This design comes from an exercise in tuning for small area on the open sky130 flow, not from production work. Function was checked by simulation only, so behaviour that the tests miss may differ from the original. No activity file was given, so power comes from the tool's default toggle rates.

[flow/config.mk]
export PLATFORM = sky130hd
export DESIGN_NAME = cardinal_nic
export DESIGN_NICKNAME = cardinal_nic
export VERILOG_FILES = /design/flow/design.v
export SDC_FILE = /design/flow/constraint.sdc
export NUM_CORES = 4
export LEC_CHECK = 0
export CAP_MARGIN = 20
export CORE_MARGIN = 2
export CORE_UTILIZATION = 70
export SLEW_MARGIN = 20
[flow/constraint.sdc]
create_clock -name core_clock -period 3.0 [get_ports {clk}]
set_input_delay 0.6000 -clock core_clock [delete_from_list [all_inputs] [get_ports {clk}]]
set_output_delay 0.6000 -clock core_clock [all_outputs]
set_load 0.01 [all_outputs]
[flow/design.v]
module cardinal_nic(
  input             clk,
  input             reset,
  input [1:0]       addr,
  input [63:0]      d_in,
  input             nicEn,
  input             nicWrEn,
  input             net_ro,
  input             net_polarity,
  input             net_si,
  input [63:0]      net_di,
  output reg        net_ri,
  output reg        net_so,
  output [63:0]     net_do,
  output reg [63:0] d_out
);
reg        out_stat;
reg [63:0] out_buf;
reg        ib_valid;
reg [63:0] in_buf;
wire send = out_stat & net_ro & (net_polarity == out_buf[63]);
wire wr_ob = nicEn & nicWrEn & (addr == 2'b10);
wire rd_ib = nicEn & ~nicWrEn & (addr == 2'b00);
wire recv = net_ri & net_si;
assign net_do = out_buf;
always @(posedge clk) begin
  if (wr_ob & ~send)
    out_buf <= d_in;
end
always @(posedge clk) begin
  if (reset) begin
    out_stat <= 1'b0;
    net_so   <= 1'b0;
  end else begin
    net_so   <= send;
    out_stat <= send ? 1'b0 : (wr_ob | out_stat);
  end
end
always @(posedge clk) begin
  if (recv)
    in_buf <= net_di;
end
always @(posedge clk) begin
  if (reset) begin
    ib_valid <= 1'b0;
    net_ri   <= 1'b1;
  end else begin
    ib_valid <= ib_valid | recv;
    net_ri   <= rd_ib | (net_ri & ~net_si);
  end
end
wire sel_ib = (addr == 2'b00) & ib_valid;
always @(posedge clk) begin
  d_out[62:0] <= in_buf[62:0] & {63{sel_ib}};
  case (addr)
    2'b00: d_out[63] <= in_buf[63] & ib_valid;
    2'b01: d_out[63] <= ~net_ri;
    2'b10: d_out[63] <= 1'b0;
    2'b11: d_out[63] <= out_stat;
  endcase
end
endmodule
[flow/flow/run.sh]
#!/bin/bash
# Standard synthesis, then the standard layout with three changes: combinational
# cells start at their smallest size, the port buffers are buf_1, and the clock
# tree uses clkbuf_8 without dummy loads.
set -euo pipefail
bash standard.sh synth > synth.log 2>&1
bash standard.sh BUFFER_PORTS_ARGS="-buffer_cell sky130_fd_sc_hd__buf_1" \
  PRE_FLOORPLAN_TCL="$PWD/flow/downsize.tcl" \
  CTS_ARGS="-sink_clustering_enable -repair_clock_nets -dont_use_dummy_load -buf_list sky130_fd_sc_hd__clkbuf_8" \
  finish > layout.log 2>&1
[flow/flow/downsize.tcl]
# Run before floorplanning: give every combinational cell of the synthesized
# netlist its smallest drive strength. The flow's repair steps size up again
# wherever timing, slew or capacitance needs it. Registers keep their cells.
set db [ord::get_db]
set block [ord::get_db_block]
set dont_use [split $::env(DONT_USE_CELLS)]
set n 0
foreach inst [$block getInsts] {
  set m [[$inst getMaster] getName]
  if {![regexp {^(sky130_fd_sc_hd__.+)_([0-9]+)$} $m -> base sz]} { continue }
  if {[regexp {__(df|edf|sdf|dl|sdl|tap|fill|decap|conb|clk)} $base]} { continue }
  set best $m
  set bestw [[$inst getMaster] getWidth]
  foreach s {0 1 2 4} {
    set c ${base}_$s
    if {$c eq $m || [lsearch -exact $dont_use $c] >= 0} { continue }
    set mm [$db findMaster $c]
    if {$mm eq "NULL" || $mm eq ""} { continue }
    if {[$mm getWidth] < $bestw} { set best $c; set bestw [$mm getWidth] }
  }
  if {$best ne $m} {
    replace_cell [$inst getName] $best
    incr n
  }
}
puts "downsize: resized $n cells"
[flow/standard.sh]
#!/bin/bash
# synth_recipe.tcl (not shown) runs the flow's synth.tcl, then flattens the netlist and writes it again
# the make line also repeats each setting of config.mk as NAME=value (left out here)
make -C /OpenROAD-flow-scripts/flow DESIGN_CONFIG=/design/flow/config.mk WORK_HOME=/design/flow/orfs CLKGATE_MAP_FILE= SYNTH_SCRIPT=/design/flow/synth_recipe.tcl "${@:-finish}"
==> results of run 1 <==
## worst register-to-register path, delay by kind of cell (launching register included)
kind | cells | cell delay, ps
flip-flops | 1 | 420
buffers and inverters | 1 | 300
XOR/XNOR | 1 | 240
AO/OA/AOI/OAI | 1 | 190
## through the flow
stage	total power [mW]	utilization, %	instance area [um^2]	instances	hold WS [ps]
finish	4.40	88.4	7160	668	322
global route	4.53	88.4	7160	668	302
CTS	4.42	88.4	7160	668	299
detailed placement	3.24	85.5	6920	651	429
global placement	3.22	85.5	6920	651	423
floorplan	3.12	-	5770	283	420
## report_power, final
part	switching (mW)	leakage, nW	total [mW]	internal [mW]
logic	0.113	0.525	0.185	0.0721
clock network	0.719	0.122	1.22	0.503
registers	0.0242	1.74	3.00	2.97
## registers in the layout, indices dropped and copies added, names as in the netlist
name,flops
d_out,64
in_buf,64
out_buf,64
ib_valid,1
net_ri,1
net_so,1
out_stat,1
## cell usage in the layout, fill, tap and decap left out, drive strengths merged
cell,instances
buf,269
a211o,1
nand4b,1
xnor2,1
nor4b,1
clkbuf,17
nor3b,1
edfxtp,128
a221oi,1
and2,65
a21oi,2
inv,2
dfxtp,68
nand2b,2
and3b,1
nor2,1
and4bb,1
a31o,1
## layout make-up
cell class / count / share of cell area (%)
Clock buffer: 17 / 3.27
Tap cell: 105 / 1.84
Timing Repair Buffer: 269 / 14.6
Inverter: 2 / 0.105
Sequential cell: 196 / 72.7
Multi-Input combinational cell: 79 / 7.43
## metal layers
metal | up-vias | routed length, um | part of all wire (%) | GRT usage, %
met5 | - | 0 | 0 | 0
li1 | 1548 | - | - | -
met4 | 0 | 573 | 4.4 | 16.8
met3 | 40 | 1290 | 9.9 | 11.3
met1 | 1588 | 4060 | 31 | 27.6
met2 | 239 | 7020 | 54 | 51.6
## worst max-delay path by stage
| stage | start | depth (start not counted) | slack [ps] | end |
|---|---|---|---|---|
| finish | out_buf[31] | 1 | 1390 | net_do[31] |
| global route | out_buf[15] | 1 | 1310 | net_do[15] |
| CTS | out_buf[63] | 1 | 1390 | net_do[63] |
| detailed placement | addr[1] | 4 | 1070 | out_buf[38] |
| global placement | addr[1] | 4 | 1190 | out_buf[1] |
| floorplan | net_si | 1 | 470 | in_buf[0] |
==> flow_summary.yaml, run 1 <==
timing:
  slew-limit-headroom_pct: 68.5
  rsz0062_at_grt: "false"
  drv_slew: 0
  fin_ws_ps: 1390
  worst_pin_slew_ps: 469
  hold_viol_final: 0
  finalCriticalPeriod_ps: 1610
  setup_viol: 0
  setup_tns_ps: 0
  fin_crit_sh_pct: 53.6
  fmax_mhz: 622
  clock-skew-final_ps: 32.3
worst_setup_path:
  critPathKind: "register to output pin"
  cp_slowest_cell: "edfxtp_1"
  worst-path-buf-inv: 1
  rrSetupSlack_ps: 1470
  r2r-start: "out_buf[63]"
  worstRegToRegCells: 3
  crit_family: "flip-flops"
  critPathMaxStageDelay_ps: 430
  setup.worst_path.end_class: "output pin"
  cp_cell_sequence: "buf_1"
  r2r-end: "out_buf[14]"
  worstPathMaxFanout: 1
  start_kind: "register"
  cp.required_ps: 2400
  arrival_ps: 1010
detailed_routing:
  vias: 3415
  antenna_left: 0
  drt_iter0_drc: 269
  avgRoutedWirePerCell_um: 19.4
  dr.pass1.iters: 4
  drc_errors: 0
  viasPerCell: 5.11
  totalWireLength_um: 12900
grt:
  grt_pass1_wl_um: 17900
  overflow: 0
  grt_max_degree: 65
  grtUsageTotal_pct: 28.8
  antenna_found_initial: 0
  grt_pass1_vias: 3379
pwr:
  p_per_area_nw_per_um2: 615
  power_leakage_nw: 2.39
  peakVddDrop_v: 0.000422
min_path:
  hold_end: "out_buf[53]"
  min_from: "d_in[53]"
  hold-path-cell-count: 1
  min_path_type: "primary input to register"
outcome:
  status: "finished clean"
placed_design:
  post-place-ws_ps: 1070
  place_hpwl_um: 9120
  port_buffers: 266
  gp_congestion: 0.850
clock_tree:
  worstSkewPairLatency_ps: 440
  cts_tree: "yes"
  clk_pin_slew_ps: 100
  clock_path_buffers: 2
  cts_buffers: 17
  postCtsSetupBuffers: 0
  clock_sinks: 196
  cts-root-buf: "clkbuf_8"
  h-tree-depth: 4
  cts_resized: 0
  cts_hold_buffers: 0
floorplanning:
  core_um2: 8090
  io-pin-count: 267
  rows: 33
  fp.dieW_um: 94.7
  die_y_um: 94.7
  initial_core_util_pct: 71.1
  die_area_um2: 8970
cells_and_area:
  ff_latch_area_um2: 5200
  diodes: 0
  multi_input_area_um2: 532
  nets: 702
  drive_gt1_share_pct: 4.44
  nFillCells: 325
yosys:
  yosysWarningCount: 1
  syn_nets: 420
  synth_cells: 283
run:
  max_cap_viol_count: 0
==> inputs of run 2 (changes only) <==
--- a/flow/flow/run.sh
+++ b/flow/flow/run.sh
@@ -9,2 +9,2 @@
   CTS_ARGS="-sink_clustering_enable -repair_clock_nets -dont_use_dummy_load -buf_list sky130_fd_sc_hd__clkbuf_8" \
-  finish > layout.log 2>&1
+  RECOVER_POWER=100 finish > layout.log 2>&1
==> flow_summary.yaml, run 2 <==
outcome:
  status: "failed layout checks"
  failed_checks: "max-capacitance violations, max-slew violations"
grt:
  grtUsageTotal_pct: 28.8
  grt_pass1_wl_um: 17900
  grt_pass1_vias: 3379
  grt_max_degree: 65
  antenna_found_initial: 0
  overflow: 0
run:
  max_cap_viol_count: 1
placed_design:
  place_area_um2: 6920
  port_buffers: 266
  gp_congestion: 0.850
  place_hpwl_um: 9120
  post-place-ws_ps: 1070
floorplanning:
  fp.dieW_um: 94.7
  die_area_um2: 8970
  rows: 33
  die_y_um: 94.7
  io-pin-count: 267
  core_um2: 8090
  initial_core_util_pct: 71.1
pwr:
  power_leakage_nw: 2.38
  peakVddDrop_v: 0.000423
  p_per_area_nw_per_um2: 617
timing:
  rsz0062_at_grt: "false"
  fin_ws_ps: 904
  worst_pin_slew_ps: 1520
  clock-skew-final_ps: 32.9
  hold_viol_final: 0
  drv_slew: 65
  setup_viol: 0
  fmax_mhz: 477
  fin_crit_sh_pct: 69.9
  finalCriticalPeriod_ps: 2100
  whs_ps: 324
  setup_tns_ps: 0
  slew-limit-headroom_pct: -1.07
yosys:
  yosysWarningCount: 1
  syn_nets: 420
  synth_cells: 283
cells_and_area:
  final_common_cell: "buf_1"
  nFillCells: 328
  top_regs: "d_out (64), in_buf (64), out_buf (64)"
  drive_gt1_share_pct: 4.26
  finish.utilization_pct: 88.2
  nets: 702
  final_area_um2: 7140
  diodes: 0
  mostFrequentLayoutCells: "buf_1 (264), edfxtp_1 (128), dfxtp_1 (68), and2_0 (58), clkbuf_8 (17)"
detailed_routing:
  vias: 3413
  antenna_left: 0
  drt_iter0_drc: 245
  viasPerCell: 5.11
  dr.pass1.iters: 4
  drc_errors: 0
  avgRoutedWirePerCell_um: 19.4
  totalWireLength_um: 13000
worst_setup_path:
  start_kind: "register"
  setup.worst_path.end_class: "register"
  cp_cell_sequence: "and2_2 -> clkbuf_2"
  critPathKind: "register to register"
  crit_family: "buffers and inverters"
  worstPathMaxFanout: 64
  arrival_ps: 2110
  cp_slowest_cell: "clkbuf_2"
  worst-path-buf-inv: 1
  critPathMaxStageDelay_ps: 1090
  cp.required_ps: 3010
clock_tree:
  cts-root-buf: "clkbuf_8"
  clock_path_buffers: 2
  clk_pin_slew_ps: 100
  cts_tree: "yes"
  postCtsSetupBuffers: 0
  cts_resized: 0
  cts_buffers: 17
  cts_hold_buffers: 0
  clock_sinks: 196
  h-tree-depth: 4
  worstSkewPairLatency_ps: 440
min_path:
  min_path_type: "primary input to register"
run 2: worst register-to-register path, stage by stage (launching register included):
cell	delay, ps
dfxtp_1	400
and2_2	170
clkbuf_2	1090
run 2: final timing paths:
| path | from | to | slack, ps | depth (start not counted) |
|---|---|---|---|---|
| setup / recovery | net_ri | in_buf[37] | 900 | 2 |
| hold / removal | d_in[53] | out_buf[53] | 320 | 1 |
| setup reg to reg | net_ri | in_buf[37] | 900 | 2 |
| hold reg to reg | in_buf[2] | d_out[2] | 440 | 1 |
run 2: layout make-up:
type	count	area, um^2	share of cell area [%]
repair buffers	269	1030	14.4
inverters	2	7.51	0.105
clock buffers	17	234	3.28
flip-flops and latches	196	5200	72.9
multi-input cells	79	527	7.38
well taps	105	131	1.84
run 2: metrics by stage:
step                      power [mW]  std cells
after global routing            4.53        668
after detailed placement        3.24        651
after CTS                       4.42        668
after floorplan                 3.12        283
after global placement          3.22        651
final                           4.40        668
run 2: per-layer routing:
metal  share of wire (%)  global-route usage [%]
met4                 4.5                    16.8
met5                   0                       0
met2                  54                    51.6
met1                  31                    27.6
met3                 9.5                    11.3
run 2: power breakdown:
group	total [mW]	internal [mW]	switching, mW
clock	1.22	0.503	0.718
combinational	0.180	0.0684	0.112
sequential	3.00	2.97	0.0241
==> inputs of run 3 (changes only) <==
==> flow/run.sh (new file) <==
#!/bin/bash
# synth_recipe.tcl (not shown) runs the flow's synth.tcl, then flattens the netlist and writes it again
# the make line also repeats each setting of config.mk as NAME=value (left out here)
make -C /OpenROAD-flow-scripts/flow DESIGN_CONFIG=/design/flow/config.mk WORK_HOME=/design/flow/orfs CLKGATE_MAP_FILE= SYNTH_SCRIPT=/design/flow/synth_recipe.tcl finish
--- a/flow/config.mk
+++ b/flow/config.mk
@@ -9,3 +9,3 @@
 export CORE_MARGIN = 2
-export CORE_UTILIZATION = 70
+export CORE_UTILIZATION = 40
 export SLEW_MARGIN = 20
removed: flow/flow/run.sh
removed: flow/flow/downsize.tcl
removed: flow/standard.sh
==> flow_summary.yaml, run 3 <==
timing:
  fmax_mhz: 505
  fin_crit_sh_pct: 66.0
  finalCriticalPeriod_ps: 1980
  slew-limit-headroom_pct: 66.1
  drv_slew: 0
  rsz0062_at_grt: "false"
  hold_viol_final: 0
  setup_viol: 0
  setup_tns_ps: 0
  clock-skew-final_ps: 9.69
  worst_pin_slew_ps: 509
  fin_ws_ps: 1020
cells_and_area:
  final_common_cell: "clkdlybuf4s50_1"
  top_regs: "d_out (64), in_buf (64), out_buf (64)"
  finish.utilization_pct: 64.9
  area_growth_syn_to_layout_pct: 59.8
  nets: 703
  mostFrequentLayoutCells: "clkdlybuf4s50_1 (266), edfxtp_1 (128), dfxtp_1 (68), and2_2 (53), clkbuf_16 (17)"
  fin_cells: 763
  drive_gt1_share_pct: 15.4
  diodes: 0
floorplanning:
  die_y_um: 125
  core_um2: 14400
  initial_core_util_pct: 40.6
  rows: 44
  fp.dieW_um: 125
  die_area_um2: 15600
  io-pin-count: 267
worst_setup_path:
  start_kind: "register"
  setup.worst_path.end_class: "output pin"
  cp_cell_sequence: "clkdlybuf4s50_1"
  critPathMaxStageDelay_ps: 570
  arrival_ps: 1380
  worst-path-buf-inv: 1
  crit_family: "buffers and inverters"
  cp_slowest_cell: "clkdlybuf4s50_1"
  critPathKind: "register to output pin"
  worstPathMaxFanout: 5
  cp.required_ps: 2400
clock_tree:
  cts_buffers: 17
  cts_hold_buffers: 0
  postCtsSetupBuffers: 0
  h-tree-depth: 4
  clk_pin_slew_ps: 60
  clock_sinks: 196
  worstSkewPairLatency_ps: 420
  cts_resized: 0
  clock_path_buffers: 2
  cts-root-buf: "clkbuf_16"
  cts_tree: "yes"
yosys:
  yosysSeqAreaShare_pct: 89.2
  avgSynthCellArea_um2: 20.6
  synth_area_um2: 5830
  ys_seq_elements: 196
  synthArstFlopShare_pct: 0
  yosysTopAreaCell: "edfxtp_1"
  synth_top_area_share_pct: 65.9
  ys_types: 18
  syn_nets: 420
  yosysWarningCount: 1
  synth.most_common_cell: "edfxtp_1"
  synth-edff-count: 128
  synth.area.top_cells: "edfxtp_1 (66%), dfxtp_1 (23%), and2_2 (6.7%)"
  synth_cells: 283
  ys.flop_type: "edfxtp_1"
  synth_common_cells: "edfxtp_1 (128), dfxtp_1 (68), and2_2 (52), and2_1 (13), clkbuf_2 (6)"
detailed_routing:
  antenna_left: 0
  avgRoutedWirePerCell_um: 17.4
  met2_length_um: 6440
  vias: 3314
  totalWireLength_um: 13300
  wl_met3_um: 1420
  highest_layer: "met4"
  wl_met1_um: 5240
  dr.pass1.iters: 4
  drc_errors: 0
  viasPerCell: 4.34
  drt_iter0_drc: 165
pwr:
  power_leakage_nw: 3.34
  peakVddDrop_v: 0.000386
  p_per_area_nw_per_um2: 585
  p_total_mw: 5.45
grt:
  overflow: 0
  grt_max_degree: 65
  grtUsageTotal_pct: 17.2
  grt_pass1_wl_um: 19600
  grt_pass1_vias: 3376
  antenna_found_initial: 0
min_path:
  min_path_type: "register to register"
placed_design:
  post-place-ws_ps: 690
  dp_cells: 731
  port_buffers: 266
  place_hpwl_um: 9690
  gp_congestion: 0.757
outcome:
  status: "finished clean"
run:
  max_cap_viol_count: 0
[run 3: changes by cell type in the layout (fill, tap and decap cells not counted), sizes merged]
cell | previous run | this run
inv | 2 | 4
clkdlybuf4s50 | 0 | 266
clkinv | 0 | 3
clkinvlp | 0 | 2
clkbuf | 20 | 24
bufinv | 0 | 1
buf | 266 | 4
[run 3: layer usage]
metal,vias up,GRT usage [%]
met1,1552,19.4
met5,-,0
met2,180,28.2
met4,0,6.15
li1,1572,-
met3,10,8.76
[run 3: power by group]
group	switching (mW)	internal, mW
combinational	0.110	0.233
sequential	0.0207	2.97
clock	0.907	1.21
[run 3: cell type report]
cell class / instances / area [um^2]
multi-input combinational: 79 / 603
fill: 1030 / 5050
timing repair buffer: 270 / 2720
inverter: 2 / 7.51
clock inverter: 8 / 75.1
clock buffer: 24 / 482
sequential: 196 / 5200
tap: 184 / 230
[run 3: worst paths after layout]
path | cells past startpoint | slack, ps | endpoint | startpoint
max | 1 | 1020 | net_ri | net_ri
min | 1 | 440 | d_out[38] | in_buf[38]
max reg2reg | 2 | 1450 | in_buf[63] | net_ri
min reg2reg | 1 | 440 | d_out[38] | in_buf[38]
[run 3: cells by family after synthesis]
group                     after synthesis  share of synthesized area [%]
and+or+nand+nor                        73                           9.35
AOI/OAI and AO/OA                       5                          0.622
DFF                                   196                           89.2
xor gates and xnor gates                1                          0.150
buffers and inverters                   8                          0.644
[run 3: per-stage QoR]
stage	hold WS, ps	cell area (um^2)
final	440	9320
after detailed placement	427	8760
after global routing	454	9320
after CTS	442	9320
after global placement	422	8760
after floorplan	420	5840
==> inputs of run 4 (changes only) <==
==> flow/flow/run.sh (new file) <==
#!/bin/bash
# Standard synthesis and layout; the only change is that the port buffers
# buffer_ports inserts are the smallest buffer (buf_1) instead of its default pick.
set -euo pipefail
bash standard.sh synth > synth.log 2>&1
bash standard.sh BUFFER_PORTS_ARGS="-buffer_cell sky130_fd_sc_hd__buf_1" finish > layout.log 2>&1
==> flow/standard.sh (new file) <==
#!/bin/bash
# synth_recipe.tcl (not shown) runs the flow's synth.tcl, then flattens the netlist and writes it again
# the make line also repeats each setting of config.mk as NAME=value (left out here)
make -C /OpenROAD-flow-scripts/flow DESIGN_CONFIG=/design/flow/config.mk WORK_HOME=/design/flow/orfs CLKGATE_MAP_FILE= SYNTH_SCRIPT=/design/flow/synth_recipe.tcl "${@:-finish}"
removed: flow/run.sh
==> flow_summary.yaml, run 4 <==
yosys:
  synth_cells: 283
  synth_common_cells: "edfxtp_1 (128), dfxtp_1 (68), and2_2 (52), and2_1 (13), clkbuf_2 (6)"
  synth_area_um2: 5830
  avgSynthCellArea_um2: 20.6
  synth-edff-count: 128
  ys_types: 18
  synth.area.top_cells: "edfxtp_1 (66%), dfxtp_1 (23%), and2_2 (6.7%)"
  syn_nets: 420
  synth.most_common_cell: "edfxtp_1"
  ys.flop_type: "edfxtp_1"
  yosysSeqAreaShare_pct: 89.2
  synthArstFlopShare_pct: 0
  ys_seq_elements: 196
  synth_top_area_share_pct: 65.9
  yosysWarningCount: 1
  yosysTopAreaCell: "edfxtp_1"
min_path:
  hold_end: "in_buf[15]"
  min_from: "net_di[15]"
  hold-path-cell-count: 1
  min_path_type: "primary input to register"
timing:
  fin_crit_sh_pct: 52.7
  clock-skew-final_ps: 5.53
  setup_tns_ps: 0
  hold_viol_final: 0
  finalCriticalPeriod_ps: 1580
  fmax_mhz: 632
  setup_viol: 0
  fin_ws_ps: 1420
  rsz0062_at_grt: "false"
  worst_pin_slew_ps: 479
  drv_slew: 0
  slew-limit-headroom_pct: 68.1
worst_setup_path:
  cp_cell_sequence: "buf_1"
  start_kind: "register"
  critPathKind: "register to output pin"
  setup.worst_path.end_class: "output pin"
  arrival_ps: 980
  cp-startpoint: "net_ri"
  worstPathMaxFanout: 5
  cp.required_ps: 2400
  worst-path-buf-inv: 1
  r2r-start: "out_buf[63]"
  worstRegToRegCells: 3
  crit_family: "flip-flops"
  r2r-end: "out_buf[8]"
  rrSetupSlack_ps: 1530
  cp_slowest_cell: "dfxtp_1"
  critPathMaxStageDelay_ps: 400
floorplanning:
  initial_core_util_pct: 40.6
  io-pin-count: 267
  rows: 44
  fp.dieW_um: 125
  die_y_um: 125
  core_um2: 14400
  die_area_um2: 15600
clock_tree:
  cts-root-buf: "clkbuf_16"
  cts_tree: "yes"
  worstSkewPairLatency_ps: 420
  clock_path_buffers: 2
  cts_hold_buffers: 0
  clock_sinks: 196
  clk_pin_slew_ps: 70
  cts_resized: 0
  cts_buffers: 17
  postCtsSetupBuffers: 0
  h-tree-depth: 4
grt:
  overflow: 0
  gr-usage-met1_pct: 18.9
  grt_use_met2_pct: 23.3
  top_usage_layer: "met2"
  grtUsageTotal_pct: 15.3
  antenna_found_initial: 0
  grt_pass1_vias: 3271
  met3_usage_pct: 7.22
  grt_pass1_wl_um: 17900
  grt_max_degree: 65
placed_design:
  port_buffers: 266
  post-place-ws_ps: 1060
  place_area_um2: 7090
  place_hpwl_um: 8300
  gp_congestion: 0.788
cells_and_area:
  area_growth_syn_to_layout_pct: 31.8
  final_area_um2: 7690
  diodes: 0
  drive_gt1_share_pct: 15.6
  top_regs: "d_out (64), in_buf (64), out_buf (64)"
  final_common_cell: "buf_1"
  nets: 702
  mostFrequentLayoutCells: "buf_1 (266), edfxtp_1 (128), dfxtp_1 (68), and2_2 (53), clkbuf_16 (19)"
detailed_routing:
  viasPerCell: 4.35
  drt_iter0_drc: 143
  antenna_left: 0
  drc_errors: 0
  dr.pass1.iters: 4
  avgRoutedWirePerCell_um: 15.4
  totalWireLength_um: 11800
  vias: 3316
pwr:
  power_leakage_nw: 2.66
  p_per_area_nw_per_um2: 704
  peakVddDrop_v: 0.000363
run:
  max_cap_viol_count: 0
outcome:
  status: "finished clean"
==> run 4: how the worst max path moves through the flow <==
stage	to	slack [ps]	cells after the start
global placement	out_buf[52]	1130	4
detailed placement	out_buf[55]	1060	4
global route	net_do[63]	1350	1
floorplan	in_buf[0]	470	1
finish	net_ri	1420	1
CTS	net_ri	1380	1
==> run 4: where the power goes <==
part / internal, mW / leakage, nW / total [mW] / switching, mW
clock: 1.26 / 0.292 / 2.23 / 0.972
sequential: 2.97 / 1.74 / 2.99 / 0.0200
combinational: 0.0769 / 0.622 / 0.185 / 0.108
==> run 4: routing by layer <==
metal | part of all wire (%) | up-vias
met2 | 48 | 183
met4 | 1.4 | 0
met3 | 11 | 13
met1 | 40 | 1549
met5 | 0 | -
li1 | - | 1571
==> run 4: area by class of cell <==
type,instances,area (um^2)
clock inverter,12,115
fill,1249,6680
multi-input combinational,79,603
inverter,2,7.51
timing repair buffer,269,1050
sequential,196,5200
tap,184,230
clock buffer,20,479
==> run 4: per-stage QoR <==
stage	utilization, %	instances	hold WS (ps)	power [mW]
after global routing	53.5	762	314	5.63
after CTS	53.5	762	319	5.49
final	53.5	762	345	5.41
after detailed placement	49.4	730	432	3.24
after global placement	49.4	730	423	3.23
after floorplan	-	283	420	3.12
==> run 4: cells by family (layout without fill, tap and decap cells) <==
kind of cell    after synthesis  after routing  synth area share, %
flops                       196            196                 89.2
simple gates                 73             73                 9.35
buf+inv                       8            303                0.644
compound gates                5              5                0.622
xor+xnor                      1              1                0.150
==> inputs of run 5 (changes only) <==
--- a/flow/config.mk
+++ b/flow/config.mk
@@ -7,5 +7,6 @@
 export LEC_CHECK = 0
+export ABC_AREA = 1
 export CAP_MARGIN = 20
 export CORE_MARGIN = 2
-export CORE_UTILIZATION = 40
+export CORE_UTILIZATION = 60
 export SLEW_MARGIN = 20
==> flow_summary.yaml, run 5 <==
clock_tree:
  worstSkewPairLatency_ps: 510
  clock_sinks: 196
  cts_tree: "yes"
  clk_pin_slew_ps: 70
  h-tree-depth: 4
  cts_resized: 0
  clock_path_buffers: 2
  postCtsSetupBuffers: 0
  cts_buffers: 17
  cts-root-buf: "clkbuf_8"
  cts_hold_buffers: 0
yosys:
  synth_top_area_share_pct: 64.9
  avgSynthCellArea_um2: 16.5
  synth.most_common_cell: "edfxtp_1"
  yosysSeqAreaShare_pct: 87.8
  yosysWarningCount: 1
  synth_area_um2: 5930
  syn_nets: 497
  ys.flop_type: "edfxtp_1"
  synthArstFlopShare_pct: 0
  synth_common_cells: "edfxtp_1 (128), inv_1 (71), dfxtp_1 (68), nor2_1 (56), nor2_2 (13)"
  synth.area.top_cells: "edfxtp_1 (65%), dfxtp_1 (23%), inv_1 (4.5%)"
  synth_cells: 360
  ys_types: 13
  ys_seq_elements: 196
  synth-edff-count: 128
  yosysTopAreaCell: "edfxtp_1"
grt:
  grtUsageTotal_pct: 21.7
  grt_pass1_vias: 3316
  grt_max_degree: 66
  overflow: 0
  grt_pass1_wl_um: 16400
  antenna_found_initial: 0
worst_setup_path:
  cp_slowest_cell: "edfxtp_1"
  r2r-start: "out_buf[63]"
  setup.worst_path.end_class: "register"
  arrival_ps: 1950
  cp_cell_sequence: "inv_1 -> nand2_1 -> nand3_1 -> nand2_1 -> inv_2 -> buf_4"
  worstRegToRegCells: 6
  worstPathMaxFanout: 21
  start_kind: "register"
  cp.required_ps: 3220
  critPathKind: "register to register"
  cp-startpoint: "out_buf[63]"
  crit_top_cell: "nand2_1"
  critPathMaxStageDelay_ps: 420
min_path:
  min_from: "net_di[57]"
  min_path_type: "primary input to register"
  hold-path-cell-count: 1
placed_design:
  gp_congestion: 0.804
  place_area_um2: 7080
  port_buffers: 266
  post-place-ws_ps: 902
  place_hpwl_um: 8600
floorplanning:
  core_um2: 9680
  die_area_um2: 10700
  rows: 36
  io-pin-count: 267
  die_y_um: 103
  initial_core_util_pct: 61.2
  fp.dieW_um: 103
timing:
  worst_pin_slew_ps: 763
  finalCriticalPeriod_ps: 1730
  setup_viol: 0
  fmax_mhz: 577
  fin_crit_sh_pct: 57.7
  slew-limit-headroom_pct: 49.2
  fin_ws_ps: 1270
  setup_tns_ps: 0
  hold_viol_final: 0
  drv_slew: 0
  clock-skew-final_ps: 5.04
  rsz0062_at_grt: "false"
detailed_routing:
  vias: 3527
  dr.pass1.iters: 4
  totalWireLength_um: 11900
  drc_errors: 0
  viasPerCell: 4.47
  drt_iter0_drc: 137
  avgRoutedWirePerCell_um: 15.1
  antenna_left: 0
pwr:
  p_per_area_nw_per_um2: 691
  power_leakage_nw: 2.92
  peakVddDrop_v: 0.000404
cells_and_area:
  mostFrequentLayoutCells: "buf_1 (266), edfxtp_1 (128), inv_1 (69), dfxtp_1 (68), nor2_1 (56)"
  drive_gt1_share_pct: 7.32
  nets: 780
  final_area_um2: 7630
  final_common_cell: "buf_1"
  top_regs: "d_out (64), in_buf (64), out_buf (64)"
  diodes: 0
  area_growth_syn_to_layout_pct: 28.7
run:
  max_cap_viol_count: 0
outcome:
  status: "finished clean"
run 5: cell types whose count changed in the layout (fill, tap and decap cells not counted), moves of 3 or more:
cell / before / now
inv_1: 2 / 69
nor2_1: 1 / 56
and2_2: 53 / 0
nor2_2: 0 / 13
and2_1: 12 / 0
nand2_1: 0 / 9
clkbuf_8: 0 / 4
inv_6: 5 / 1
clkbuf_1: 1 / 4
clkbuf_16: 19 / 16
nand3_1: 0 / 3
run 5: through the flow:
step / total power [mW] / cells / hold WS [ps] / util [%]
after global routing: 5.47 / 789 / 218 / 78.8
after CTS: 5.32 / 789 / 220 / 78.8
after detailed placement: 3.28 / 757 / 450 / 73.1
after floorplan: 3.16 / 360 / 439 / -
final: 5.27 / 789 / 245 / 78.8
after global placement: 3.28 / 757 / 442 / 73.1
run 5: cells by family (layout without fill, tap and decap cells):
logic type             Yosys count  in the layout  synth area share (%)
flip-flops                     196            196                  87.8
AO/OA/AOI/OAI                    1              1                0.0844
AND/OR/NAND/NOR                 86             86                  6.46
buffers and inverters           77            373                  5.64
run 5: area by class of cell:
cell class                 count  area [um^2]
clock buffer                  24          470
clock inverter                 8         78.8
fill                         625         2060
inverter                      71          267
multi-input combinational     87          388
sequential                   196         5200
tap                          133          166
timing repair buffer         270         1050
run 5: final timing paths:
check | endpoint | slack [ps]
worst max-delay path | out_buf[47] | 1270
worst min-delay path | in_buf[57] | 250
worst max register to register | out_buf[47] | 1270
worst min register to register | d_out[28] | 460
run 5: report_power, final:
group | switching (mW) | total, mW | internal (mW)
clock | 0.879 | 2.05 | 1.17
combinational | 0.134 | 0.211 | 0.0776
sequential | 0.0267 | 3.01 | 2.98
run 5: per-layer routing:
layer | wire length (um) | GRT usage, % | up-vias
li1 | - | - | 1722
met1 | 4160 | 23.2 | 1622
met2 | 6360 | 38.3 | 162
met3 | 1160 | 9.48 | 21
met4 | 232 | 7.89 | 0
met5 | 0 | 0 | -
run 5: critical path, delay by kind of cell, from the launching register on:
family | cells | cell delay [ps]
buf+inv | 3 | 750
flops | 1 | 420
simple gates | 3 | 250
==> inputs of run 6 (changes only) <==
--- a/flow/config.mk
+++ b/flow/config.mk
@@ -7,6 +7,6 @@
 export LEC_CHECK = 0
-export ABC_AREA = 1
 export CAP_MARGIN = 20
 export CORE_MARGIN = 2
-export CORE_UTILIZATION = 60
+export CORE_UTILIZATION = 40
+export CTS_BUF_LIST = sky130_fd_sc_hd__clkbuf_8
 export SLEW_MARGIN = 20
==> flow_summary.yaml, run 6 <==
outcome:
  status: "finished clean"
detailed_routing:
  drt_iter0_drc: 151
  drc_errors: 0
  vias: 3293
  dr.pass1.iters: 4
  avgRoutedWirePerCell_um: 15.5
  totalWireLength_um: 11800
  viasPerCell: 4.32
  antenna_left: 0
yosys:
  yosysTopAreaCell: "edfxtp_1"
  synth_area_um2: 5830
  synthMuxAreaShare_pct: 0
  ys.flop_type: "edfxtp_1"
  synthSimpleGateAreaFrac_pct: 9.35
  synth_cells: 283
  synth_top_family_by_area: "simple AND/OR/NAND/NOR gates"
  synth_common_cells: "edfxtp_1 (128), dfxtp_1 (68), and2_2 (52), and2_1 (13), clkbuf_2 (6)"
  synth_top_area_share_pct: 65.9
  yosysSeqAreaShare_pct: 89.2
  synth.area.top_cells: "edfxtp_1 (66%), dfxtp_1 (23%), and2_2 (6.7%)"
  ys_seq_elements: 196
  synthArstFlopShare_pct: 0
  avgSynthCellArea_um2: 20.6
  ys_types: 18
  synth-compound-area-share_pct: 0.622
  syn_nets: 420
  synth-edff-count: 128
  synth.most_common_cell: "edfxtp_1"
  synthAdderAreaFrac_pct: 0
  yosysWarningCount: 1
  synth_xor_area_share_pct: 0.150
cells_and_area:
  nets: 702
  drive_gt1_share_pct: 15.6
  nFillCells: 1272
  mostFrequentLayoutCells: "buf_1 (266), edfxtp_1 (128), dfxtp_1 (68), and2_2 (53), clkbuf_8 (17)"
  fin_cells: 762
  diodes: 0
  multi_input_area_um2: 603
  finish.utilization_pct: 52.2
  final_common_cell: "buf_1"
  area_growth_syn_to_layout_pct: 28.7
  ff_latch_area_um2: 5200
  top_regs: "d_out (64), in_buf (64), out_buf (64)"
worst_setup_path:
  cp.required_ps: 2400
  cp_cell_sequence: "buf_1"
  arrival_ps: 1030
  cp_slowest_cell: "dfxtp_1"
  start_kind: "register"
  worstPathMaxFanout: 5
  critPathKind: "register to output pin"
  setup.worst_path.end_class: "output pin"
  worst-path-buf-inv: 1
  critPathMaxStageDelay_ps: 410
  crit_family: "flip-flops"
floorplanning:
  rows: 44
  io-pin-count: 267
  core_um2: 14400
  fp.dieW_um: 125
  die_area_um2: 15600
  initial_core_util_pct: 40.6
  die_y_um: 125
grt:
  grt_pass1_wl_um: 17800
  gr-usage-met1_pct: 18.7
  antenna_found_initial: 0
  top_usage_layer: "met2"
  grt_pass1_vias: 3272
  grtUsageTotal_pct: 15.3
  overflow: 0
  met3_usage_pct: 7.09
  grt_use_met2_pct: 23.4
  grt_max_degree: 65
timing:
  hold_viol_final: 0
  clock-skew-final_ps: 8.75
  slew-limit-headroom_pct: 67.7
  rsz0062_at_grt: "false"
  fin_crit_sh_pct: 54.3
  drv_slew: 0
  setup_tns_ps: 0
  finalCriticalPeriod_ps: 1630
  worst_pin_slew_ps: 485
  setup_viol: 0
  fmax_mhz: 614
clock_tree:
  clk_pin_slew_ps: 100
  clock_sinks: 196
  cts_resized: 0
  cts_hold_buffers: 0
  cts_tree: "yes"
  cts_buffers: 17
  worstSkewPairLatency_ps: 450
  h-tree-depth: 4
  clock_path_buffers: 2
  postCtsSetupBuffers: 0
  cts-root-buf: "clkbuf_8"
placed_design:
  port_buffers: 266
  dp_cells: 730
  place_hpwl_um: 8300
  gp_congestion: 0.788
pwr:
  peakVddDrop_v: 0.000403
  power_leakage_nw: 2.58
  p_per_area_nw_per_um2: 656
run:
  max_cap_viol_count: 0
min_path:
  min_path_type: "primary input to register"
[run 6: logic make-up after synthesis]
logic type,count (synthesis)
AO/OA/AOI/OAI,5
XOR/XNOR,1
buffers and inverters,8
flip-flops,196
AND/OR/NAND/NOR,73
[run 6: path summary, 6_finish.rpt]
check | cells past startpoint | endpoint | slack [ps] | from
max | 1 | net_ri | 1370 | net_ri
min | 1 | in_buf[29] | 310 | net_di[29]
max reg2reg | 3 | out_buf[8] | 1520 | out_buf[63]
min reg2reg | 1 | d_out[4] | 450 | in_buf[4]
[run 6: metal layers]
layer | part of all wire, % | up-vias
met3 | 12 | 16
li1 | - | 1565
met2 | 47 | 191
met4 | 1.9 | 0
met5 | 0 | -
met1 | 39 | 1521
[run 6: stage by stage]
stage                     power (mW)  hold WS [ps]  cell area (um^2)  setup slack, ps
after global placement          3.23           423              7090             1130
after detailed placement        3.24           432              7090             1060
after CTS                       4.99           265              7500             1310
after global routing            5.13           260              7500             1290
final                           4.92           308              7500             1370
after floorplan                 3.12           420              5840              468
[run 6: cell type report]
class	instances	area share, %
clock buffers	17	3.12
multi-input cells	79	8.04
well taps	184	3.07
inverters	2	0.100
clock inverters	15	2.38
repair buffers	269	13.9
flip-flops and latches	196	69.4
[run 6: power breakdown]
group	switching (mW)	internal (mW)	total [mW]
combinational	0.108	0.0769	0.185
clock	0.911	0.836	1.75
sequential	0.0202	2.97	2.99
==> inputs of run 7 (changes only) <==
==> flow/flow/run.sh (replaced) <==
#!/bin/bash
# Standard synthesis and layout with smaller port buffers and a lighter clock tree.
set -euo pipefail
bash standard.sh synth > synth.log 2>&1
bash standard.sh BUFFER_PORTS_ARGS="-buffer_cell sky130_fd_sc_hd__buf_1" \
  CTS_ARGS="-sink_clustering_enable -repair_clock_nets -dont_use_dummy_load -buf_list sky130_fd_sc_hd__clkbuf_16 -sink_clustering_size 100 -sink_clustering_max_diameter 500" finish > layout.log 2>&1
--- a/flow/config.mk
+++ b/flow/config.mk
@@ -10,3 +10,2 @@
 export CORE_UTILIZATION = 40
-export CTS_BUF_LIST = sky130_fd_sc_hd__clkbuf_8
 export SLEW_MARGIN = 20
==> flow_summary.yaml, run 7 <==
outcome:
  status: "finished clean"
detailed_routing:
  viasPerCell: 4.36
  drt_iter0_drc: 189
  avgRoutedWirePerCell_um: 15.6
  vias: 3254
  dr.pass1.iters: 4
  antenna_left: 0
  totalWireLength_um: 11700
  drc_errors: 0
worst_setup_path:
  start_kind: "register"
  worstPathMaxFanout: 2
  critPathKind: "register to output pin"
  cp.required_ps: 2400
  worst-path-buf-inv: 1
  cp_cell_sequence: "buf_1"
  setup.worst_path.end_class: "output pin"
  crit_family: "flip-flops"
  critPathMaxStageDelay_ps: 410
  cp_slowest_cell: "edfxtp_1"
  arrival_ps: 970
clock_tree:
  h-tree-depth: 4
  clock_path_buffers: 2
  clock_sinks: 196
  postCtsSetupBuffers: 0
  cts_resized: 0
  cts_hold_buffers: 0
  cts_tree: "yes"
  clk_pin_slew_ps: 70
  worstSkewPairLatency_ps: 410
  cts_buffers: 17
  cts-root-buf: "clkbuf_16"
grt:
  grt_max_degree: 65
  antenna_found_initial: 0
  grt_pass1_wl_um: 17700
  overflow: 0
  grt_pass1_vias: 3222
  grtUsageTotal_pct: 15.2
min_path:
  min_path_type: "primary input to register"
floorplanning:
  io-pin-count: 267
  die_y_um: 125
  rows: 44
  core_um2: 14400
  die_area_um2: 15600
  fp.dieW_um: 125
  initial_core_util_pct: 40.6
yosys:
  synth_common_cells: "edfxtp_1 (128), dfxtp_1 (68), and2_2 (52), and2_1 (13), clkbuf_2 (6)"
  avgSynthCellArea_um2: 20.6
  ys_seq_elements: 196
  synth.most_common_cell: "edfxtp_1"
  yosysWarningCount: 1
  synth_top_area_share_pct: 65.9
  synth-edff-count: 128
  synthArstFlopShare_pct: 0
  synth_area_um2: 5830
  syn_nets: 420
  synth_cells: 283
  yosysSeqAreaShare_pct: 89.2
  synth.area.top_cells: "edfxtp_1 (66%), dfxtp_1 (23%), and2_2 (6.7%)"
  yosysTopAreaCell: "edfxtp_1"
  ys.flop_type: "edfxtp_1"
  ys_types: 18
pwr:
  p_per_area_nw_per_um2: 662
  power_leakage_nw: 2.57
  peakVddDrop_v: 0.000332
timing:
  fin_ws_ps: 1430
  fin_crit_sh_pct: 52.3
  worst_pin_slew_ps: 487
  drv_slew: 0
  slew-limit-headroom_pct: 67.5
  setup_tns_ps: 0
  rsz0062_at_grt: "false"
  hold_viol_final: 0
  whs_ps: 350
  finalCriticalPeriod_ps: 1570
  clock-skew-final_ps: 14.0
  setup_viol: 0
  fmax_mhz: 637
cells_and_area:
  final_area_um2: 7520
  nets: 702
  drive_gt1_share_pct: 13.7
  finish.utilization_pct: 52.3
  final_common_cell: "buf_1"
  top_regs: "d_out (64), in_buf (64), out_buf (64)"
  diodes: 0
  area_growth_syn_to_layout_pct: 28.9
  mostFrequentLayoutCells: "buf_1 (266), edfxtp_1 (128), dfxtp_1 (68), and2_2 (53), clkbuf_16 (17)"
placed_design:
  port_buffers: 266
  gp_congestion: 0.788
  post-place-ws_ps: 1060
  place_area_um2: 7090
  place_hpwl_um: 8300
run:
  max_cap_viol_count: 0
[run 7: layer usage]
layer	wire, um	GRT usage [%]	vias up
met3	1280	6.83	11
met5	0	0	-
li1	-	-	1552
met1	4680	18.8	1515
met2	5560	23.2	176
met4	160	6.15	0
[run 7: metrics by stage]
step | total power [mW] | cells
floorplan | 3.12 | 283
CTS | 5.04 | 747
finish | 4.98 | 747
global route | 5.18 | 747
global placement | 3.23 | 730
detailed placement | 3.24 | 730
[run 7: power by group]
group	internal (mW)	switching [mW]
Combinational	0.0769	0.108
Sequential	2.97	0.0200
Clock	0.987	0.810
[run 7: kinds of logic (layout without fill, tap and decap cells)]
family | after synthesis | in the layout | share of synthesized area [%]
AOI/OAI and AO/OA | 5 | 5 | 0.622
xor gates and xnor gates | 1 | 1 | 0.150
buffers and inverters | 8 | 288 | 0.644
DFF | 196 | 196 | 89.2
and+or+nand+nor | 73 | 73 | 9.35
[run 7: cell type report]
class,instances,area [um^2]
Sequential cell,196,5200
Multi-Input combinational cell,79,603
Inverter,2,7.51
Timing Repair Buffer,269,1050
Fill cell,1261,6850
Tap cell,184,230
Clock buffer,17,425
[run 7: final timing paths]
kind              depth (start not counted)  slack, ps          to   startpoint
setup / recovery                          1       1430  net_do[63]  out_buf[63]
hold reg to reg                           1        440   d_out[24]   in_buf[24]
setup reg to reg                          3       1520  out_buf[9]  out_buf[63]
hold / removal                            1        350  in_buf[29]   net_di[29]
==> inputs of run 8 (changes only) <==
==> flow/flow/run.sh (replaced) <==
#!/bin/bash
# Standard synthesis and layout with smaller port buffers and a lighter clock tree.
set -euo pipefail
bash standard.sh synth > synth.log 2>&1
bash standard.sh BUFFER_PORTS_ARGS="-buffer_cell sky130_fd_sc_hd__buf_1" \
  CTS_ARGS="-sink_clustering_enable -repair_clock_nets -dont_use_dummy_load -buf_list sky130_fd_sc_hd__clkbuf_8 -sink_clustering_size 40" finish > layout.log 2>&1
==> flow_summary.yaml, run 8 <==
detailed_routing:
  antenna_left: 0
  wl_met3_um: 1340
  avgRoutedWirePerCell_um: 15.5
  drc_errors: 0
  drt_iter0_drc: 141
  vias: 3247
  viasPerCell: 4.35
  totalWireLength_um: 11600
  wl_met1_um: 4640
  met2_length_um: 5430
  dr.pass1.iters: 4
  highest_layer: "met4"
worst_setup_path:
  crit_family: "flip-flops"
  start_kind: "register"
  cp_cell_sequence: "buf_1"
  critPathCapture: "net_do[63]"
  worstRegToRegCells: 3
  cp_slowest_cell: "edfxtp_1"
  cp.required_ps: 2400
  critPathMaxStageDelay_ps: 420
  setup.worst_path.end_class: "output pin"
  cp-startpoint: "out_buf[63]"
  r2r-end: "out_buf[9]"
  rrSetupSlack_ps: 1510
  critPathKind: "register to output pin"
  worst-path-buf-inv: 1
  arrival_ps: 1010
  cp.depth: 1
  worstPathMaxFanout: 2
  r2r-start: "out_buf[63]"
grt:
  antenna_found_initial: 0
  grt_pass1_vias: 3228
  grtUsageTotal_pct: 15.1
  grt_pass1_wl_um: 17600
  overflow: 0
  grt_max_degree: 65
clock_tree:
  cts-root-buf: "clkbuf_8"
  clock_sinks: 196
  cts_buffers: 17
  clock_path_buffers: 2
  cts_resized: 0
  worstSkewPairLatency_ps: 450
  cts_hold_buffers: 0
  clk_pin_slew_ps: 100
  cts_tree: "yes"
  h-tree-depth: 4
  postCtsSetupBuffers: 0
timing:
  setup_tns_ps: 0
  whs_ps: 311
  setup_viol: 0
  clock-skew-final_ps: 22.5
  slew-limit-headroom_pct: 68.1
  finalCriticalPeriod_ps: 1610
  rsz0062_at_grt: "false"
  fmax_mhz: 620
  fin_crit_sh_pct: 53.8
  drv_slew: 0
  hold_viol_final: 0
  worst_pin_slew_ps: 478
placed_design:
  dp_cells: 730
  gp_congestion: 0.788
  place_hpwl_um: 8300
  port_buffers: 266
yosys:
  synth_cells: 283
  synth_area_um2: 5830
  yosysWarningCount: 1
  synth.most_common_cell: "edfxtp_1"
  syn_nets: 420
  synthArstFlopShare_pct: 0
  yosysSeqAreaShare_pct: 89.2
  synth_common_cells: "edfxtp_1 (128), dfxtp_1 (68), and2_2 (52), and2_1 (13), clkbuf_2 (6)"
  ys_seq_elements: 196
  avgSynthCellArea_um2: 20.6
  synth.area.top_cells: "edfxtp_1 (66%), dfxtp_1 (23%), and2_2 (6.7%)"
  ys.flop_type: "edfxtp_1"
  ys_types: 18
  yosysTopAreaCell: "edfxtp_1"
  synth_top_area_share_pct: 65.9
  synth-edff-count: 128
cells_and_area:
  diodes: 0
  nets: 702
  fin_cells: 747
  nFillCells: 1282
  top_regs: "d_out (64), in_buf (64), out_buf (64)"
  drive_gt1_share_pct: 13.7
  final_common_cell: "buf_1"
  mostFrequentLayoutCells: "buf_1 (266), edfxtp_1 (128), dfxtp_1 (68), and2_2 (53), clkbuf_8 (17)"
  area_growth_syn_to_layout_pct: 25.6
floorplanning:
  io-pin-count: 267
  core_um2: 14400
  fp.dieW_um: 125
  rows: 44
  die_y_um: 125
  initial_core_util_pct: 40.6
  die_area_um2: 15600
pwr:
  power_leakage_nw: 2.49
  p_total_mw: 4.43
  p_per_area_nw_per_um2: 604
  peakVddDrop_v: 0.000400
min_path:
  min_path_type: "primary input to register"
outcome:
  status: "finished clean"
run:
  max_cap_viol_count: 0
## run 8: cell counts after synthesis
Identical to the previous run, type by type.
## run 8: metal layers
metal	vias to the layer above	track usage (%)
met5	-	0
met3	14	7.30
li1	1547	-
met4	0	6.15
met2	188	23.2
met1	1498	18.2
## run 8: through the flow
| stage | util [%] | instance area, um^2 | setup slack [ps] |
|---|---|---|---|
| after floorplan | - | 5840 | 468 |
| after global placement | 49.4 | 7090 | 1130 |
| after detailed placement | 49.4 | 7090 | 1060 |
| after CTS | 51.0 | 7330 | 1350 |
| after global routing | 51.0 | 7330 | 1310 |
| final | 51.0 | 7330 | 1390 |
## run 8: how the worst min path moves through the flow
stage               start    endpoint  slack [ps]  cells after the start
3_3_place_gp    in_buf[4]    d_out[4]         420                      1
6_report       net_di[29]  in_buf[29]         310                      1
3_5_place_dp    in_buf[3]    d_out[3]         430                      1
2_1_floorplan  in_buf[10]   d_out[10]         420                      1
4_1_cts        net_di[21]  in_buf[21]         270                      1
5_1_grt        net_di[14]  in_buf[14]         260                      1
## run 8: area by class of cell
type | instances | area [um^2] | share of cell area (%)
Clock buffer | 17 | 234 | 3.19
Inverter | 2 | 7.51 | 0.102
Multi-Input combinational cell | 79 | 603 | 8.23
Sequential cell | 196 | 5200 | 71.1
Tap cell | 184 | 230 | 3.14
Timing Repair Buffer | 269 | 1050 | 14.3
## run 8: kinds of logic (layout without fill, tap and decap cells)
family,Yosys count,after routing,share of synthesized area [%]
AOI/OAI and AO/OA,5,5,0.622
xor gates and xnor gates,1,1,0.150
DFF,196,196,89.2
and+or+nand+nor,73,73,9.35
buffers and inverters,8,288,0.644
## run 8: report_power, final
group	switching [mW]	internal [mW]
clock network	0.750	0.503
registers	0.0198	2.97
logic	0.107	0.0769
==> inputs of run 9 (changes only) <==
==> flow/flow/run.sh (replaced) <==
#!/bin/bash
# Standard synthesis and layout with smaller port buffers and a lighter clock tree.
set -euo pipefail
bash standard.sh synth > synth.log 2>&1
bash standard.sh BUFFER_PORTS_ARGS="-buffer_cell sky130_fd_sc_hd__buf_1" \
  CTS_ARGS="-sink_clustering_enable -repair_clock_nets -dont_use_dummy_load -buf_list sky130_fd_sc_hd__clkbuf_8" finish > layout.log 2>&1
==> flow_summary.yaml, run 9 <==
placed_design:
  gp_congestion: 0.788
  port_buffers: 266
  place_area_um2: 7090
  place_hpwl_um: 8300
worst_setup_path:
  cp_slowest_cell: "edfxtp_1"
  cp.required_ps: 2400
  worstRegToRegCells: 3
  critPathKind: "register to output pin"
  arrival_ps: 1010
  r2r-end: "out_buf[9]"
  worst-path-buf-inv: 1
  cp_cell_sequence: "buf_1"
  setup.worst_path.end_class: "output pin"
  critPathMaxStageDelay_ps: 420
  crit_family: "flip-flops"
  start_kind: "register"
  worstPathMaxFanout: 2
  rrSetupSlack_ps: 1510
  r2r-start: "out_buf[63]"
yosys:
  synthArstFlopShare_pct: 0
  avgSynthCellArea_um2: 20.6
  synth_area_um2: 5830
  synth_common_cells: "edfxtp_1 (128), dfxtp_1 (68), and2_2 (52), and2_1 (13), clkbuf_2 (6)"
  synthAdderAreaFrac_pct: 0
  syn_nets: 420
  yosysWarningCount: 1
  synth.area.top_cells: "edfxtp_1 (66%), dfxtp_1 (23%), and2_2 (6.7%)"
  synth.most_common_cell: "edfxtp_1"
  synth-compound-area-share_pct: 0.622
  synth_cells: 283
  synth_top_area_share_pct: 65.9
  synth_xor_area_share_pct: 0.150
  yosysSeqAreaShare_pct: 89.2
  synthMuxAreaShare_pct: 0
  ys_types: 18
  synth-edff-count: 128
  synth_top_family_by_area: "simple AND/OR/NAND/NOR gates"
  synthSimpleGateAreaFrac_pct: 9.35
  ys.flop_type: "edfxtp_1"
  ys_seq_elements: 196
  yosysTopAreaCell: "edfxtp_1"
min_path:
  min_from: "net_di[29]"
  hold-path-cell-count: 1
  min_path_type: "primary input to register"
  hold_end: "in_buf[29]"
pwr:
  p_total_mw: 4.43
  peakVddDrop_v: 0.000400
  p_per_area_nw_per_um2: 604
  power_leakage_nw: 2.49
clock_tree:
  clock_sinks: 196
  cts_buffers: 17
  worstSkewPairLatency_ps: 450
  cts_tree: "yes"
  postCtsSetupBuffers: 0
  cts_resized: 0
  clk_pin_slew_ps: 100
  h-tree-depth: 4
  cts_hold_buffers: 0
  cts-root-buf: "clkbuf_8"
  clock_path_buffers: 2
timing:
  slew-limit-headroom_pct: 68.1
  finalCriticalPeriod_ps: 1610
  setup_viol: 0
  clock-skew-final_ps: 22.5
  setup_tns_ps: 0
  worst_pin_slew_ps: 478
  hold_viol_final: 0
  drv_slew: 0
  rsz0062_at_grt: "false"
  fmax_mhz: 620
  fin_crit_sh_pct: 53.8
cells_and_area:
  nFillCells: 1282
  area_growth_syn_to_layout_pct: 25.6
  final_area_um2: 7330
  top_regs: "d_out (64), in_buf (64), out_buf (64)"
  finish.utilization_pct: 51.0
  ff_latch_area_um2: 5200
  final_common_cell: "buf_1"
  drive_gt1_share_pct: 13.7
  multi_input_area_um2: 603
  nets: 702
  mostFrequentLayoutCells: "buf_1 (266), edfxtp_1 (128), dfxtp_1 (68), and2_2 (53), clkbuf_8 (17)"
  diodes: 0
floorplanning:
  rows: 44
  core_um2: 14400
  die_area_um2: 15600
  die_y_um: 125
  fp.dieW_um: 125
  initial_core_util_pct: 40.6
  io-pin-count: 267
detailed_routing:
  antenna_left: 0
  totalWireLength_um: 11600
  vias: 3247
  drt_iter0_drc: 141
  viasPerCell: 4.35
  drc_errors: 0
  dr.pass1.iters: 4
  avgRoutedWirePerCell_um: 15.5
run:
  max_cap_viol_count: 0
grt:
  grtUsageTotal_pct: 15.1
  grt_pass1_vias: 3228
  grt_max_degree: 65
  grt_pass1_wl_um: 17600
  antenna_found_initial: 0
  overflow: 0
outcome:
  status: "finished clean"
run 9: cell counts in the layout (fill, tap and decap cells not counted):
Identical to the previous run, type by type.
run 9: cell families (layout without fill, tap and decap cells):
logic type / count (synthesis) / in the layout
xor gates and xnor gates: 1 / 1
AOI/OAI and AO/OA: 5 / 5
and+or+nand+nor: 73 / 73
DFF: 196 / 196
buffers and inverters: 8 / 288
run 9: final cells by class:
type | instances | share of cell area (%)
multi-input cells | 79 | 8.23
well taps | 184 | 3.14
flip-flops and latches | 196 | 71.1
inverters | 2 | 0.102
repair buffers | 269 | 14.3
clock buffers | 17 | 3.19
run 9: how the worst max path moves through the flow:
stage           startpoint          end  slack (ps)  cells past startpoint
6_report       out_buf[63]   net_do[63]        1390                      1
3_3_place_gp       addr[1]  out_buf[52]        1130                      4
4_1_cts        out_buf[63]   net_do[63]        1350                      1
3_5_place_dp       addr[1]  out_buf[55]        1060                      4
5_1_grt        out_buf[63]   net_do[63]        1310                      1
2_1_floorplan       net_si    in_buf[0]         470                      1
run 9: metrics by stage:
stage	setup WS (ps)	hold slack, ps	instances
floorplan	468	420	283
global placement	1130	423	730
detailed placement	1060	432	730
CTS	1350	272	747
global route	1310	263	747
finish	1390	311	747
run 9: per-layer routing:
| layer | share of wire (%) | GRT usage [%] | vias to the layer above |
|---|---|---|---|
| li1 | - | - | 1547 |
| met1 | 40 | 18.2 | 1498 |
| met3 | 11 | 7.30 | 14 |
| met2 | 47 | 23.2 | 188 |
| met5 | 0 | 0 | - |
| met4 | 1.7 | 6.15 | 0 |
run 9: power by group:
group | switching [mW] | total, mW | leakage [nW] | internal (mW)
Clock | 0.750 | 1.25 | 0.122 | 0.503
Sequential | 0.0198 | 2.99 | 1.74 | 2.97
Combinational | 0.107 | 0.184 | 0.622 | 0.0769
==> inputs of run 10 (changes only) <==
==> flow/flow/run.sh (replaced) <==
#!/bin/bash
# Standard synthesis and layout with smaller port buffers and a lighter clock tree.
set -euo pipefail
bash standard.sh synth > synth.log 2>&1
bash standard.sh BUFFER_PORTS_ARGS="-buffer_cell sky130_fd_sc_hd__buf_1" \
  CTS_ARGS="-sink_clustering_enable -repair_clock_nets -dont_use_dummy_load -buf_list sky130_fd_sc_hd__clkbuf_8" RECOVER_POWER=100 finish > layout.log 2>&1
--- a/flow/config.mk
+++ b/flow/config.mk
@@ -9,3 +9,3 @@
 export CORE_MARGIN = 2
-export CORE_UTILIZATION = 40
+export CORE_UTILIZATION = 70
 export SLEW_MARGIN = 20
==> flow_summary.yaml, run 10 <==
worst_setup_path:
  cp-startpoint: "net_ri"
  critPathKind: "register to register"
  worstRegToRegCells: 2
  worstPathMaxFanout: 20
  r2r-start: "net_ri"
  start_kind: "register"
  setup.worst_path.end_class: "register"
  cp.required_ps: 3040
  arrival_ps: 2080
timing:
  worst_pin_slew_ps: 904
  setup_viol: 0
  fmax_mhz: 490
  finalCriticalPeriod_ps: 2040
  fin_ws_ps: 960
  hold_viol_final: 0
  rsz0062_at_grt: "false"
  drv_slew: 0
  setup_tns_ps: 0
  fin_crit_sh_pct: 68.0
  slew-limit-headroom_pct: 39.7
  clock-skew-final_ps: 27.9
clock_tree:
  postCtsSetupBuffers: 0
  clock_path_buffers: 2
  cts_buffers: 17
  cts-root-buf: "clkbuf_8"
  cts_hold_buffers: 0
  clk_pin_slew_ps: 100
  cts_tree: "yes"
  worstSkewPairLatency_ps: 430
  cts_resized: 0
  clock_sinks: 196
  h-tree-depth: 4
detailed_routing:
  wl_met3_um: 1350
  viasPerCell: 5.22
  totalWireLength_um: 13000
  antenna_left: 0
  met2_length_um: 6690
  vias: 3489
  drc_errors: 0
  avgRoutedWirePerCell_um: 19.5
  drt_iter0_drc: 233
  dr.pass1.iters: 4
  highest_layer: "met4"
  wl_met1_um: 4080
outcome:
  status: "finished clean"
yosys:
  yosysSeqAreaShare_pct: 89.2
  synth_xor_area_share_pct: 0.150
  ys.flop_type: "edfxtp_1"
  syn_nets: 420
  synth-edff-count: 128
  synthMuxAreaShare_pct: 0
  avgSynthCellArea_um2: 20.6
  synth-compound-area-share_pct: 0.622
  synth_cells: 283
  synth_top_family_by_area: "simple AND/OR/NAND/NOR gates"
  synth_common_cells: "edfxtp_1 (128), dfxtp_1 (68), and2_2 (52), and2_1 (13), clkbuf_2 (6)"
  synth.area.top_cells: "edfxtp_1 (66%), dfxtp_1 (23%), and2_2 (6.7%)"
  ys_seq_elements: 196
  synthAdderAreaFrac_pct: 0
  synthArstFlopShare_pct: 0
  yosysTopAreaCell: "edfxtp_1"
  synth_top_area_share_pct: 65.9
  synthSimpleGateAreaFrac_pct: 9.35
  ys_types: 18
  synth.most_common_cell: "edfxtp_1"
  synth_area_um2: 5830
  yosysWarningCount: 1
floorplanning:
  io-pin-count: 267
  rows: 33
  initial_core_util_pct: 71.7
  core_um2: 8130
  die_area_um2: 9080
  die_y_um: 95.3
  fp.dieW_um: 95.3
pwr:
  p_per_area_nw_per_um2: 609
  switchingPower_mw: 0.840
  power_leakage_nw: 2.48
  peakVddDrop_v: 0.000406
  clockPowerShare_pct: 27.5
  p_int_mw: 3.55
  power_frac_seq_pct: 68.2
  sw_frac_of_total_pct: 19.1
  comb_power_share_pct: 4.3
placed_design:
  post-place-ws_ps: 1030
  place_hpwl_um: 10100
  gp_congestion: 0.926
  port_buffers: 266
cells_and_area:
  mostFrequentLayoutCells: "buf_1 (265), edfxtp_1 (128), dfxtp_1 (68), and2_2 (53), clkbuf_8 (17)"
  top_regs: "d_out (64), in_buf (64), out_buf (64)"
  final_common_cell: "buf_1"
  drive_gt1_share_pct: 13.5
  finish.utilization_pct: 88.6
  area_growth_syn_to_layout_pct: 23.6
  nets: 703
  diodes: 0
grt:
  grt_max_degree: 65
  overflow: 0
  grtUsageTotal_pct: 29.6
  antenna_found_initial: 0
  grt_pass1_wl_um: 18700
  grt_pass1_vias: 3508
min_path:
  min_path_type: "primary input to register"
  hold-path-cell-count: 1
  min_from: "d_in[59]"
run:
  max_cap_viol_count: 0
==> run 10: cell counts after synthesis <==
No cell type changed its count.
==> run 10: logic make-up (layout without fill, tap and decap cells) <==
| group | after synthesis | in the layout |
|---|---|---|
| compound gates | 5 | 5 |
| xor+xnor | 1 | 1 |
| buf+inv | 8 | 289 |
| flops | 196 | 196 |
| simple gates | 73 | 73 |
==> run 10: per-layer routing <==
metal	vias to the layer above	GRT usage, %
li1	1552	-
met4	0	20.8
met5	-	0
met1	1625	30.4
met2	240	49.9
met3	72	10.9
==> run 10: critical path, stage by stage (launching register included) <==
cell	delay, ps
dfxtp_1	420
and2_2	500
clkbuf_1	740
==> run 10: path summary, 6_finish.rpt <==
kind            endpoint  slack (ps)
min reg2reg    d_out[11]         430
max           in_buf[43]         960
min          out_buf[59]         330
max reg2reg   in_buf[43]         960
==> run 10: power by group through the flow <==
stage | Sequential [mW] | Combinational, mW | Clock [mW]
after CTS | 3.00 | 0.190 | 1.22
final | 3.00 | 0.187 | 1.21
after floorplan | 3.07 | 0.0521 | 0
after global routing | 3.00 | 0.205 | 1.33
after detailed placement | 3.06 | 0.188 | 0
after global placement | 3.05 | 0.174 | 0
==> run 10: layout make-up <==
| cell class | count | area (um^2) |
|---|---|---|
| clock buffer | 17 | 234 |
| multi-input combinational | 79 | 592 |
| timing repair buffer | 270 | 1040 |
| fill | 337 | 927 |
| tap | 105 | 131 |
| inverter | 2 | 7.51 |
| sequential | 196 | 5200 |
==> run 10: stage by stage <==
step | hold slack [ps] | instances | cell area [um^2] | power (mW)
floorplan | 420 | 283 | 5840 | 3.12
global placement | 425 | 652 | 6990 | 3.22
detailed placement | 437 | 652 | 6990 | 3.24
CTS | 312 | 669 | 7220 | 4.40
global route | 309 | 669 | 7210 | 4.53
finish | 328 | 669 | 7210 | 4.39
==> inputs of run 11 (changes only) <==
--- a/flow/config.mk
+++ b/flow/config.mk
@@ -9,3 +9,3 @@
 export CORE_MARGIN = 2
-export CORE_UTILIZATION = 70
+export CORE_UTILIZATION = 40
 export SLEW_MARGIN = 20
==> flow_summary.yaml, run 11 <==
grt:
  grt_pass1_wl_um: 17600
  grt_max_degree: 65
  antenna_found_initial: 0
  grt_pass1_vias: 3228
  overflow: 0
  grtUsageTotal_pct: 15.1
yosys:
  yosysTopAreaCell: "edfxtp_1"
  synth-edff-count: 128
  ys_types: 18
  yosysSeqAreaShare_pct: 89.2
  ys_seq_elements: 196
  synth_area_um2: 5830
  synthArstFlopShare_pct: 0
  synth_top_area_share_pct: 65.9
  ys.flop_type: "edfxtp_1"
  synth.most_common_cell: "edfxtp_1"
  avgSynthCellArea_um2: 20.6
  synth_cells: 283
  synth_common_cells: "edfxtp_1 (128), dfxtp_1 (68), and2_2 (52), and2_1 (13), clkbuf_2 (6)"
  syn_nets: 420
  synth.area.top_cells: "edfxtp_1 (66%), dfxtp_1 (23%), and2_2 (6.7%)"
  yosysWarningCount: 1
floorplanning:
  die_area_um2: 15600
  die_y_um: 125
  initial_core_util_pct: 40.6
  fp.dieW_um: 125
  rows: 44
  core_um2: 14400
  io-pin-count: 267
clock_tree:
  cts_resized: 0
  postCtsSetupBuffers: 0
  cts_tree: "yes"
  cts-root-buf: "clkbuf_8"
  clk_pin_slew_ps: 100
  h-tree-depth: 4
  clock_sinks: 196
  worstSkewPairLatency_ps: 450
  clock_path_buffers: 2
  cts_hold_buffers: 0
  cts_buffers: 17
timing:
  whs_ps: 311
  fin_crit_sh_pct: 56.1
  hold_viol_final: 0
  finalCriticalPeriod_ps: 1680
  worst_pin_slew_ps: 937
  setup_tns_ps: 0
  setup_viol: 0
  fmax_mhz: 594
  clock-skew-final_ps: 22.7
  rsz0062_at_grt: "false"
  drv_slew: 0
  slew-limit-headroom_pct: 37.6
placed_design:
  port_buffers: 266
  gp_congestion: 0.788
  place_area_um2: 7090
  place_hpwl_um: 8300
cells_and_area:
  finish.utilization_pct: 50.9
  final_area_um2: 7310
  mostFrequentLayoutCells: "buf_1 (265), edfxtp_1 (128), dfxtp_1 (68), and2_2 (53), clkbuf_8 (17)"
  drive_gt1_share_pct: 13.5
  nFillCells: 1283
  top_regs: "d_out (64), in_buf (64), out_buf (64)"
  nets: 702
  final_common_cell: "buf_1"
  area_growth_syn_to_layout_pct: 25.4
  diodes: 0
worst_setup_path:
  worstPathMaxFanout: 63
  arrival_ps: 2050
  start_kind: "register"
  cp_cell_sequence: "nor3b_1 -> clkbuf_2 -> and2_2"
  cp.required_ps: 3370
  critPathMaxStageDelay_ps: 750
  rrSetupSlack_ps: 1320
  crit_family: "buffers and inverters"
  critPathKind: "register to register"
  worst-path-buf-inv: 1
  setup.worst_path.end_class: "register"
  cp_slowest_cell: "clkbuf_2"
min_path:
  min_path_type: "primary input to register"
detailed_routing:
  antenna_left: 0
  drc_errors: 0
  avgRoutedWirePerCell_um: 15.5
  totalWireLength_um: 11600
  drt_iter0_drc: 152
  viasPerCell: 4.35
  vias: 3252
  dr.pass1.iters: 4
pwr:
  p_per_area_nw_per_um2: 605
  power_leakage_nw: 2.47
  peakVddDrop_v: 0.000400
outcome:
  status: "finished clean"
run:
  max_cap_viol_count: 0
## run 11: final timing paths
path | end | cells after the start | from
setup / recovery | d_out[44] | 3 | ib_valid
hold / removal | in_buf[29] | 1 | net_di[29]
setup reg to reg | d_out[44] | 3 | ib_valid
hold reg to reg | d_out[24] | 1 | in_buf[24]
## run 11: cell type report
class | count | area [um^2] | area share, %
Tap cell | 184 | 230 | 3.15
Timing Repair Buffer | 269 | 1040 | 14.3
Clock buffer | 17 | 234 | 3.20
Sequential cell | 196 | 5200 | 71.2
Multi-Input combinational cell | 79 | 592 | 8.09
Inverter | 2 | 7.51 | 0.103
## run 11: cell families (layout without fill, tap and decap cells)
| kind of cell | count (synthesis) | after routing | synth area share [%] |
|---|---|---|---|
| compound gates | 5 | 5 | 0.622 |
| flops | 196 | 196 | 89.2 |
| simple gates | 73 | 73 | 9.35 |
| buf+inv | 8 | 288 | 0.644 |
| xor+xnor | 1 | 1 | 0.150 |
## run 11: stage by stage
step	std cells	power, mW	worst slack (ps)
after floorplan	283	3.12	468
after global placement	730	3.23	1130
after detailed placement	730	3.24	1060
after CTS	747	4.48	1350
after global routing	747	4.61	1110
final	747	4.42	1320
## run 11: layer usage
metal,global-route usage [%],vias to the layer above,wire length [um]
met5,0,-,0
met4,6.15,0,201
met3,7.30,14,1330
met2,23.2,188,5430
met1,18.2,1503,4640
li1,-,1547,-
## run 11: where the power goes
part           switching (mW)  internal (mW)
sequential             0.0198           2.97
combinational           0.107         0.0757
clock                   0.746          0.503

[port drivers added, routing unchanged]
How much do the figures lean on ideal ports? The routed layouts below were timed once more, with nothing changed but the port constraints. Step 1, drivers: a clkbuf_16 drives clk and a buf_2 each remaining input, both assumed. Step 2 times the ports against the registers' clock, not the clock port: input delays grow and output delays shrink by t, the midpoint of the rising clock arrivals with the driver on. Three values: ideal ports, drivers, drivers and shift; two values: the first two.
| run | shift t [ns] | setup WS [ns] |
|---|---|---|
| run 1 | 0.450 | 1.393 / 1.362 / 0.992 |
| run 2 | 0.450 | 0.904 / 0.904 / 0.548 |
| run 3 | 0.455 | 1.020 / 0.980 / 0.620 |
| run 4 | 0.455 | 1.418 / 1.377 / 1.041 |
| run 5 | 0.549 | 1.268 / 1.268 / 0.903 |
| run 6 | 0.481 | 1.372 / 1.339 / 1.046 |
| run 7 | 0.445 | 1.430 / 1.388 / 1.032 |
| run 8 | 0.467 | 1.387 / 1.354 / 1.032 |
| run 9 | 0.467 | 1.387 / 1.354 / 1.032 |
| run 10 | 0.448 | 0.960 / 0.960 / 0.661 |
| run 11 | 0.467 | 1.316 / 1.316 / 0.903 |
